What follows belongs to an exercise in optimizing a design on an open flow for small area and a short achievable clock period; a production flow would make more cautious choices.
Only simulation tests tie the RTL to the original design; equivalence was not proved.
Power figures rest on the tool's default switching activity, not on a simulated workload.

// fadd_sub
module fadd_sub(
  input  logic        clk_i,
  input  logic [31:0] operand_a,
  input  logic [31:0] operand_b,
  output logic [31:0] result_o
);
  wire        sa = operand_a[31], sb = operand_b[31];
  wire [7:0]  fa = operand_a[30:23], fb = operand_b[30:23];
  wire        za = (fa == 8'd0), zb = (fb == 8'd0);    
  wire [7:0]  ea1 = {fa[7:1], fa[0] | za};             
  wire [7:0]  eb1 = {fb[7:1], fb[0] | zb};
  wire [23:0] ma = {~za, operand_a[22:0]};
  wire [23:0] mb = {~zb, operand_b[22:0]};
  wire [7:0]  ea = {fa[7:1], fa[0] | (za & (operand_a[22:0] != 23'd0))};
  wire [7:0]  eb = {fb[7:1], fb[0] | (zb & (operand_b[22:0] != 23'd0))};
  wire [7:0]  xp = fa ^ ~fb;
  wire [7:0]  xg = fa & ~fb;
  wire eg0 = xg[1] | (xp[1] & xg[0]);
  wire ep0 = xp[1] & xp[0];
  wire eg1 = xg[3] | (xp[3] & xg[2]);
  wire ep1 = xp[3] & xp[2];
  wire eg2 = xg[5] | (xp[5] & xg[4]);
  wire ep2 = xp[5] & xp[4];
  wire eg3 = xg[7] | (xp[7] & xg[6]);
  wire ep3 = xp[7] & xp[6];
  wire eg4 = xg[2] | (xp[2] & eg0);
  wire ep4 = xp[2] & ep0;
  wire eg5 = eg1 | (ep1 & eg0);
  wire ep5 = ep1 & ep0;
  wire eg6 = xg[6] | (xp[6] & eg2);
  wire ep6 = xp[6] & ep2;
  wire eg7 = eg3 | (ep3 & eg2);
  wire ep7 = ep3 & ep2;
  wire eg8 = xg[4] | (xp[4] & eg5);
  wire ep8 = xp[4] & ep5;
  wire eg9 = eg2 | (ep2 & eg5);
  wire ep9 = ep2 & ep5;
  wire eg10 = eg6 | (ep6 & eg5);
  wire ep10 = ep6 & ep5;
  wire eg11 = eg7 | (ep7 & eg5);
  wire ep11 = ep7 & ep5;
  wire [7:0]  gE = {eg11, eg10, eg9, eg8, eg5, eg4, eg0, xg[0]};
  wire [7:0]  pE;
  ...
Size: about 58 flip-flops, roughly 97 I/O pins, ~0.0058 mm2 of cells after synthesis.
clock: 12.0 ns
lec_check: 0
abc_area: 1
cap_margin: 20
core_margin: 2
core_utilization: 40
slew_margin: 20
tns_end_percent: 20
standard.sh (not shown) runs the stock make flow with config.mk's settings and CLKGATE_MAP_FILE= SYNTH_SCRIPT=/design/flow/synth_recipe.tcl, a recipe that flattens the netlist after the stock synthesis.
==> flow/flow/run.sh <==
#!/bin/bash
# Own layout flow: the standard ORFS flow (standard.sh), with these changes:
#  - ports are buffered with sky130_fd_sc_hd__buf_1 (which repair may upsize)
#    instead of the clkdlybuf4s50_1 that buffer_ports picks by default;
#  - repair_timing aims for a setup slack margin of MARGIN ns (flow/margin);
#  - if flow/abc.script exists, synthesis is the standard synthesis script
#    with that ABC script for the combinational mapping (flow/my_synth.tcl);
#    flip-flops are mapped before ABC runs, so registers are unchanged;
#  - any extra ORFS variables listed in flow/env (KEY=VALUE lines).
# Every tool's output goes to the ORFS logs under orfs/logs, and make's own
# output to standard.log in this folder.
set -euo pipefail
MARGIN=$(cat flow/margin 2>/dev/null || echo 5)
export BUFFER_PORTS_ARGS="-buffer_cell sky130_fd_sc_hd__buf_1"
if [[ -f flow/env ]]; then set -a; source flow/env; set +a; fi
EXTRA=()
if [[ -f flow/abc.script ]]; then
  export MY_ABC_SCRIPT="$PWD/flow/abc.script"
  EXTRA+=("SYNTH_SCRIPT=$PWD/flow/my_synth.tcl")
fi
bash standard.sh "${EXTRA[@]}" SETUP_SLACK_MARGIN=$MARGIN finish > standard.log 2>&1
==> flow/flow/abc.script <==
strash
dch
map -B 0.9 -D 4000
topo
stime -c
buffer -c
upsize -c -D 4000
dnsize -c -D 4000
==> flow/flow/env <==
CTS_ARGS="-sink_clustering_enable -repair_clock_nets -dont_use_dummy_load -buf_list sky130_fd_sc_hd__clkbuf_8"
==> flow/flow/margin <==
6.3
==> flow/flow/my_synth.tcl <==
# The standard synthesis script (synth_recipe.tcl), except that Yosys's abc
# step runs the ABC script named by MY_ABC_SCRIPT instead of ORFS's.
proc synth {args} { yosys synth -nofsm -noshare {*}$args }
proc abc {args} {
  set i [lsearch -exact $args -script]
  if {$i >= 0 && [info exists ::env(MY_ABC_SCRIPT)] && $::env(MY_ABC_SCRIPT) ne ""} {
    lset args [expr {$i + 1}] $::env(MY_ABC_SCRIPT)
  }
  yosys abc {*}$args
}
source $::env(SCRIPTS_DIR)/synth.tcl
# left out here: clear keep_hierarchy, flatten, clean up, hide names made inside functions, write 1_2_yosys.v
==> next run, changes <==
==> flow/flow/margin (replaced) <==
6.0
- TNS_END_PERCENT: 20 -> default
removed: flow/flow/abc.script
removed: flow/flow/my_synth.tcl
After rerunning:
- area after synthesis rose by roughly a tenth
- fmax fell slightly
- utilization fell by 2.5 points
- combinational power rose slightly
- wire length rose by a quarter to a third
- setup slack got worse by 100 ps
- flip-flop and latch count is unchanged
- via count rose by roughly a tenth
- clock-buffer cell count stays the same
- sequential share of layout area fell by 0.58 points
==> next run, changes <==
==> flow/flow/abc.script (new file) <==
strash
dch
map -B 0.9 -D 4000
topo
stime -c
buffer -c
upsize -c -D 4000
dnsize -c -D 4000
==> flow/flow/margin (replaced) <==
6.3
==> flow/flow/my_synth.tcl (new file) <==
# The standard synthesis script (synth_recipe.tcl), except that Yosys's abc
# step runs the ABC script named by MY_ABC_SCRIPT instead of ORFS's.
proc synth {args} { yosys synth -nofsm -noshare {*}$args }
proc abc {args} {
  set i [lsearch -exact $args -script]
  if {$i >= 0 && [info exists ::env(MY_ABC_SCRIPT)] && $::env(MY_ABC_SCRIPT) ne ""} {
    lset args [expr {$i + 1}] $::env(MY_ABC_SCRIPT)
  }
  yosys abc {*}$args
}
source $::env(SCRIPTS_DIR)/synth.tcl
# left out here: clear keep_hierarchy, flatten, clean up, hide names made inside functions, write 1_2_yosys.v
- GPL_TIMING_DRIVEN: default -> 1
=> The new run ran to the end with no violations; final area is lower by 3.3%; hold slack improved by 4.1 ps; routed wire length fell by 21%; first-iteration DRC count drops by 38%; power falls by 1.3%; critical path depth decreases by 1; non-clock buffer count went up by 6.
==> next run, changes <==
==> flow/flow/env (replaced) <==
CTS_ARGS="-sink_clustering_enable -repair_clock_nets -dont_use_dummy_load -buf_list sky130_fd_sc_hd__clkbuf_8"
ADDER_MAP_FILE=
- GPL_TIMING_DRIVEN: 1 -> default
Effect: Sequential power rises by about 2%; count of clock-buffer cells in the layout is unchanged; final area drops by about 1.4%; clock power rises by about 6%.
==> next run, changes <==
==> flow/flow/abc.script (replaced) <==
strash
dch
map -B 0.9 -D 4500
topo
stime -c
buffer -c
upsize -c -D 4500
dnsize -c -D 4500
==> flow/flow/env (replaced) <==
CTS_ARGS="-sink_clustering_enable -repair_clock_nets -dont_use_dummy_load -buf_list sky130_fd_sc_hd__clkbuf_8"
The changed run completed without violations.
Total power went up by 10%.
Count of clock-buffer cells in the layout stays the same.
Fmax went down by 3.1%.
Cell area went up by 6.4%.
Global-route usage went up by 0.25 points.
Combinational power went up by 18%.
Worst setup slack got worse by 180 ps.
Non-clock buffer count went up by 28.
==> next run, changes <==
==> flow/flow/abc.script (replaced) <==
strash
dch -f
map -B 0.9 -D 4000
mfs2
topo
stime -c
buffer -c
upsize -c -D 4000
dnsize -c -D 4000
=> The changed run ended with an error in 1_2_yosys.

-- afterwards: timing with drivers on the ports --
In the flow no input, the clock included, has a driving cell. The finished layouts below were timed again as built, in two steps.
Step 1 (the two cells are an assumption about what drives the block):
set clk [get_ports {clk_i}]
set_driving_cell -lib_cell sky130_fd_sc_hd__clkbuf_16 $clk
set_driving_cell -lib_cell sky130_fd_sc_hd__buf_2 [delete_from_list [all_inputs] $clk]
Step 2, shift: input delay + t, output delay - t, t = (earliest + latest rising clock arrival at the registers) / 2. This alone moves slack from input paths to output paths.
Three values: ideal, step 1, step 2; two values: the first two.
| run | t, ns | setup slack, ns | slew at the worst register clock pin (ns) | pins driven straight from the clock port |
|---|---|---|---|---|
| the first run | 0.347 | 6.466 / 6.433 / 6.269 | 0.06 / 0.06 | 1 |
| the second run | 0.356 | 6.363 / 6.326 / 6.081 | 0.06 / 0.06 | 1 |
| the third run | 0.347 | 6.525 / 6.492 / 6.265 | 0.06 / 0.06 | 1 |
| the fourth run | 0.367 | 6.495 / 6.459 / 6.183 | 0.06 / 0.06 | 1 |
| the fifth run | 0.346 | 6.317 / 6.287 / 6.203 | 0.06 / 0.06 | 1 |
After both steps every run listed still meets setup and hold. For the fourth run, which loses most, drivers alone change the setup slack by -0.036 ns; drivers and shift together by -0.312 ns.
